Background: an optimization exercise with open tools, aiming at small area and a short achievable clock period. Do not read the settings as production practice. The RTL was checked by simulation tests, not by an equivalence proof against the original design. No activity file was given, so power comes from the tool's default toggle rates.

**run.sh**
```bash
#!/bin/bash
# synth_recipe.tcl (not shown) runs the flow's synth.tcl, then flattens the netlist and writes it again
# the make line also repeats each setting of config.mk as NAME=value (left out here)
make -C /OpenROAD-flow-scripts/flow DESIGN_CONFIG=/design/flow/config.mk WORK_HOME=/design/flow/orfs CLKGATE_MAP_FILE= SYNTH_SCRIPT=/design/flow/synth_recipe.tcl finish
```
**config.mk**
```make
export PLATFORM = sky130hd
export DESIGN_NAME = SM3_top
export DESIGN_NICKNAME = SM3_top
export VERILOG_FILES = /design/flow/design.v
export SDC_FILE = /design/flow/constraint.sdc
export NUM_CORES = 4
export LEC_CHECK = 0
export CAP_MARGIN = 20
export CORE_MARGIN = 2
export CORE_UTILIZATION = 40
export SLEW_MARGIN = 20
```
**constraint.sdc**
```tcl
create_clock -name core_clock -period 9.5 [get_ports {clk_in}]
set_input_delay 1.9000 -clock core_clock [delete_from_list [all_inputs] [get_ports {clk_in}]]
set_output_delay 1.9000 -clock core_clock [all_outputs]
set_load 0.01 [all_outputs]
```
**design.v**
```verilog
module SM3_top
	(
		clk_in,
		reset_n_in,
		SM3_en_in,
		msg_in,
		msg_valid_in,
		is_last_word_in,
		last_word_byte_in,
		sm3_result_out,
		sm3_finished_out
	);
input				clk_in,
					reset_n_in,
					SM3_en_in;
input	[31:0]		msg_in;
input				msg_valid_in;
input				is_last_word_in;
input	[1:0]		last_word_byte_in;
output	[255:0]		sm3_result_out;
output	reg			sm3_finished_out;
localparam [255:0]	IV = {32'h7380166f, 32'h4914b2b9, 32'h172442d7, 32'hda8a0600,
						  32'ha96f30bc, 32'h163138aa, 32'he38dee4d, 32'hb0fb0e4e};
localparam [31:0]	T0 = 32'h79cc4519;
localparam [31:0]	T1 = 32'h7a879d8a;
function [31:0] rotl;
	input [31:0] x;
	input integer n;
	rotl = (x << n) | (x >> (32 - n));
endfunction
wire		clr = !reset_n_in || !SM3_en_in;
reg	[6:0]	cyc;
reg			started;	 
reg			dmode;		 
reg			fin;		 
reg			pend80;		 
reg			done;		 
reg			upd;		 
reg	[54:0]	blk;		 
reg	[5:0]	lenq;		 
wire		at0		= (cyc == 7'd0);
wire		start	= at0 && !done && (dmode ? (msg_valid_in && started) : 1'b1);
wire		inw		= (cyc < 7'd16);					 
wire		dw		= dmode && inw && (!at0 || start);	 
wire		lastw	= dw && is_last_word_in;
wire		pw		= !dmode && inw && (!at0 || start);	 
wire		ld		= (cyc < 7'd4);
wire		early	= (cyc < 7'd20);					 
always @(posedge clk_in)
	if (clr)
		begin
			cyc					<= 7'd0;
			started				<= 1'b0;
			dmode				<= 1'b1;
			fin					<= 1'b0;
			pend80				<= 1'b0;
			done				<= 1'b0;
			upd					<= 1'b0;
			sm3_finished_out	<= 1'b0;
			blk					<= 55'd0;
			lenq				<= 6'd0;
		end
	else
		begin
			started				<= 1'b1;
			upd					<= (cyc == 7'd67);
			sm3_finished_out	<= (cyc == 7'd67) && fin;
			if (start)
				cyc	<= 7'd1;
			else if (cyc == 7'd68)
				cyc	<= 7'd0;
			else if (!at0)
				cyc	<= cyc + 7'd1;
			if (dw && cyc[3:0] == 4'd15 && (!is_last_word_in || last_word_byte_in == 2'b11))
				blk	<= blk + 55'd1;
			if (lastw)
				begin
					dmode	<= 1'b0;
					lenq	<= {cyc[3:0], 2'b00} + {4'd0, last_word_byte_in} + 6'd1;
					pend80	<= (last_word_byte_in == 2'b11);
					fin		<= (cyc[3:0] < 4'd13) || (cyc[3:0] == 4'd13 && last_word_byte_in != 2'b11);
				end
			else if (pw)
				pend80	<= 1'b0;
			if (cyc == 7'd68)
				begin
					if (fin)
						done	<= 1'b1;
					else if (!dmode)
						fin		<= 1'b1;	 
				end
		end
reg	[31:0]	w0, w1, w2, w3, w4, w5, w6, w7, w8, w9, w10, w11, w12, w13, w14, w15;
wire [31:0]	fmt		= !is_last_word_in				? msg_in :
					  last_word_byte_in == 2'b00	? {msg_in[31:24], 8'h80, 16'h0} :
					  last_word_byte_in == 2'b01	? {msg_in[31:16], 8'h80, 8'h0} :
					  last_word_byte_in == 2'b10	? {msg_in[31:8],  8'h80} :
													  msg_in;
wire [31:0]	padw	= (pend80 ? 32'h8000_0000 : 32'd0) |
					  ((fin && cyc[3:0] == 4'd14) ? blk[54:23] : 32'd0) |
					  ((fin && cyc[3:0] == 4'd15) ? {blk[22:0], lenq, 3'b000} : 32'd0);
wire [31:0]	xp		= w0 ^ w7 ^ rotl(w13, 15);
wire [31:0]	expw	= xp ^ rotl(xp, 15) ^ rotl(xp, 23) ^ rotl(w3, 7) ^ w10;
wire [31:0]	wnew	= !inw ? expw : dmode ? fmt : padw;
always @(posedge clk_in)
	{w0, w1, w2, w3, w4, w5, w6, w7, w8, w9, w10, w11, w12, w13, w14, w15} <=
	{w1, w2, w3, w4, w5, w6, w7, w8, w9, w10, w11, w12, w13, w14, w15, wnew};
reg	[31:0]	ra, rb, rc, rd, re, rf, rg, rh;
reg	[255:0]	V;
reg	[31:0]	T;
wire [31:0]	va = V[255:224], vb = V[223:192], vc = V[191:160], vd = V[159:128];
wire [31:0]	ve = V[127:96],  vf = V[95:64],   vg = V[63:32],   vh = V[31:0];
wire [31:0]	a12		= rotl(ra, 12);
wire [31:0]	s1		= a12 + re + T;
wire [31:0]	ss1		= rotl(s1, 7);
wire [31:0]	ss2		= ss1 ^ a12;
wire [31:0]	ff		= early ? (ra ^ rb ^ rc) : ((ra & rb) | (ra & rc) | (rb & rc));
wire [31:0]	gg		= early ? (re ^ rf ^ rg) : ((re & rf) | (~re & rg));
wire [31:0]	tt1		= ff + rd + ss2 + (w12 ^ wnew);
wire [31:0]	tt2		= gg + rh + ss1 + w12;
wire [31:0]	p0		= tt2 ^ rotl(tt2, 9) ^ rotl(tt2, 17);
wire [31:0]	a_ld	= cyc[1:0] == 2'd0 ? rotl(vd, 23) :
					  cyc[1:0] == 2'd1 ? rotl(vc, 23) :
					  cyc[1:0] == 2'd2 ? vb : va;
wire [31:0]	e_ld	= cyc[1:0] == 2'd0 ? rotl(vh, 13) :
					  cyc[1:0] == 2'd1 ? rotl(vg, 13) :
					  cyc[1:0] == 2'd2 ? vf : ve;
always @(posedge clk_in)
	begin
		ra	<= ld ? a_ld : tt1;
		rb	<= ra;
		rc	<= rotl(rb, 9);
		rd	<= rc;
		re	<= ld ? e_ld : p0;
		rf	<= re;
		rg	<= rotl(rf, 19);
		rh	<= rg;
		T	<= ld ? T0 : (cyc == 7'd19) ? rotl(T1, 16) : rotl(T, 1);
	end
wire [255:0] vnext = V ^ ({ra, rb, rc, rd, re, rf, rg, rh} & {256{upd}});
always @(posedge clk_in)
	V	<= clr ? IV : vnext;
assign	sm3_result_out	= vnext;
endmodule
```
==> metrics.md <==
| Metric | Value |
|---|---|
| Setup_tns | `0 ps` |
| FFs w/ async S/R, synth | `0` |
| Max-cap violations | `0` |
| Routability Congestion | `0.949` |
| Lkg Pwr | `21.6 nW` |
| Status | `no timing/DRC/antenna violations` |
| Vias in the first global route | `30900` |
| Worst path slowest cell | `o311ai_0` |
| #FFs+latches synth | `1131` |
| Largest vdd supply drop | `0.324 mV` |
| Max-slew violations | `0` |
| Biggest register | `V` |
| Final worst path period share | `0.892` |
| Area leader, netlist | `dfxtp_1` |
| Full die area | `119000 um^2` |
| CP most frequent cell | `fa_1` |
| Power per cell area | `285 nW/um^2` |
| Top FF cell, synth | `dfxtp_1` |
| Final setup vio count | `0` |
| Layout area overhead | `18.7%` |
| Placed instance area | `50900 um^2` |
| CP Capture Type | `flip-flop` |
| Post-synthesis sequential area ratio | `0.489` |
| Min-Delay Path Class | `flip-flop to flip-flop` |
| Clock Sinks | `1131` |
| DP HPWL | `118000 um` |
| Largest net degree at the start of global routing | `182` |
| Flip-flop count of the largest register after layout | `256` |
| Syn Nets | `4748` |
| Global-route wire length before repair | `214000 um` |
| H-Tree Depth | `3` |
| Core region area | `115000 um^2` |
| Post-route minimum period | `8480 ps` |
| Cts hold-fix bufs | `0` |
| Synth cell types | `73` |
| Cts bufs inserted | `114` |
| Total wire length | `152000 um` |
| Diode count | `0` |
| Row count | `124` |
| Root Buffer | `clkbuf_16` |
| Final cell area excluding filler cells | `55000 um^2` |
| Post-Syn Area per Cell | `10.5 um^2` |
| Syn Inst Count | `4420` |
| DIE WIDTH | `344 um` |
| Area share of the largest cell type after synthesis | `0.489` |
| Worst endpoint required time | `10080 ps` |
| Routed Antenna Nets | `0` |
| Top flop regs | `V: 256 flops, blk: 55 flops` |
| Slowest Stage Delay on Critical Path | `590 ps` |
| Ports | `296` |
| Initial core utilization | `0.404` |
| Max_slew headroom | `0.128` |
| Post-CTS Resized | `0` |
| DRC | `0` |
| Synth warn | `1` |
| Fmax | `0.118 GHz` |
| Clock skew | `54.2 ps` |
| Initial antenna violation count | `3` |
| Port Buffers | `295` |
| Clock Path Buffers | `3` |
| Final hold slack | `283 ps` |
| Internal power | `10.1 mW` |
| Arr. time, crit path | `9060 ps` |
| Placed cell count | `6103` |
| Die H | `344 um` |
| Share of layout cells above drive strength 1 | `0.0550` |
| Final Hold Vio Count | `0` |
| Number of synthesized flops with an enable pin | `0` |
| Net Switching | `5.56 mW` |
| DR iter-0 viols | `2563` |
| Final design utilization | `0.480` |
| Net switching fraction of the power | `0.354` |
| RSZ-0062 raised after global routing | `no` |
| Logic pwr share | `0.359` |
| Worst-path clk slew | `60 ps` |
| Post-CTS Setup Bufs | `0` |
| CP bufs+invs | `3` |
| Top cells by area, synth | `dfxtp_1 49%, xnor2_1 10%, fa_1 8.1%` |
| CP max FO | `5` |
| Worst-Skew Late Latency | `730 ps` |
| Flop pwr share | `0.331` |
| Final #Nets | `5036` |
| Critical Setup Path Class | `flip-flop to flip-flop` |
| Vias per inst | `5.05` |
| Grt total ovfl | `0` |
| CP Launch Type | `flip-flop` |
| Pre-antenna DRT Iters | `5` |
| Top delay family on crit path | `compound AO/OA/AOI/OAI gates` |
| Slew @ Worst Pin | `1310 ps` |
| Overall global routing resource usage | `0.252` |
| Non-filler cells, final | `6312` |
| Vias | `31900` |
| CTS tree | `built` |
| DR WL/cell | `24.1 um` |
| Area of the mapped netlist | `46300 um^2` |
| Clock Power Share | `0.310` |
-- Yosys cell counts, types with 133 or more instances --
| master | count |
|---|---|
| a21oi_1 | 235 |
| fa_1 | 188 |
| nor2_1 | 238 |
| nand2b_1 | 133 |
| and2_1 | 149 |
| clkbuf_1 | 137 |
| xnor2_1 | 549 |
| dfxtp_1 | 1131 |
| inv_1 | 175 |
| o21ai_0 | 138 |
| nand2_1 | 427 |
| xor2_1 | 199 |
-- cell type report --
type                            instances  area (um^2)
Fill cell                           10600        59600
Tap cell                             1512         1890
Clock inverter                         46          802
Multi-Input combinational cell       2955        22500
Inverter                              176          666
Sequential cell                      1131        22600
Clock buffer                          162         3280
Timing Repair Buffer                  330         3240
-- power groups by stage --
stage / Sequential (mW) / Clock [mW] / Combinational, mW
floorplan: 5.19 / 0 / 3.92
global placement: 5.29 / 0 / 5.51
detailed placement: 5.30 / 0 / 5.49
CTS: 5.19 / 4.93 / 5.55
global route: 5.21 / 5.12 / 6.00
finish: 5.19 / 4.86 / 5.63
-- kinds of logic (layout without fill, tap and decap cells) --
family	after synthesis	in the layout	synth area share
fa+ha+maj	289	289	0.108
mux	130	130	0.0284
buf+inv	334	714	0.0274
flops	1131	1131	0.489
xor+xnor	751	751	0.143
compound gates	611	611	0.0807
simple gates	1174	1174	0.124
-- final timing paths --
kind,start,slack (ps),cells past startpoint,to
worst max-delay path,ra[21],1020,29,ra[31]
worst min-delay path,w9[21],280,0,w8[21]
worst max register to register,ra[21],1020,29,ra[31]
worst min register to register,w9[21],280,0,w8[21]
-- cells in the final DEF (no fill, tap or decap), types with 11 or more instances in the layout --
master	count
nor3_1	26
clkbuf_16	115
nand2_1	424
and3_1	47
clkbuf_1	24
o21a_1	22
nand2b_1	133
a31oi_1	22
fa_1	188
or3_1	15
clkbuf_8	23
inv_1	175
bufinv_16	18
mux2_2	11
a21oi_1	235
o21ai_0	138
o31ai_1	11
nand3_1	40
nor2_1	238
clkinv_2	11
o211ai_1	12
mux2i_1	119
nor2b_1	33
a211oi_1	49
xor2_1	199
a221oi_1	37
and2_1	148
xnor2_1	549
buf_4	32
dfxtp_1	1130
nand4_1	21
a21o_1	41
ha_1	98
clkdlybuf4s50_1	295
-- per-stage QoR --
stage	worst slack, ps	power [mW]
6_report	1020	15.7
5_1_grt	549	16.3
4_1_cts	1100	15.7
3_5_place_dp	1130	10.8
3_3_place_gp	1360	10.8
2_1_floorplan	2430	9.11
-- worst reg2reg max path: cells and delay by family, from the launching register on --
kind / cells / cell delay (ps)
xor+xnor: 4 / 1010
fa+ha+maj: 6 / 2540
compound gates: 15 / 4020
simple gates: 1 / 100
buf+inv: 3 / 170
flops: 1 / 480
-- routing by layer --
layer,up-vias,track usage,share of wire
met5,-,0,0
met4,0,0.117,0.050
met1,15500,0.337,0.44
met2,1046,0.397,0.45
li1,15000,-,-
met3,260,0.0438,0.060

==> re-timing with driven ports <==
How much do the figures lean on ideal ports? The routed layout below was timed once more, with nothing changed but the port constraints. Step 1: set_driving_cell puts a clkbuf_16 on clk_in and a buf_2 on each other input, an assumption about the parent block. Step 2 adds t to the input delays and takes it off the output delays; t is the mean of the earliest and latest rising clock arrival at the registers after step 1. Input paths then give back, and output paths get back, about the clock's delay inside the block. Slacks: ideal / step 1 / step 2; pairs: ideal / step 1.
t, ns: 0.785
setup slack, ns: 1.023 / 1.023 / 1.023
clock arrival spread, ns: 0.054 / 0.054
After both steps this run still meets setup and hold. For this run, drivers alone change the setup slack by 0.000 ns; drivers and shift together by 0.000 ns.
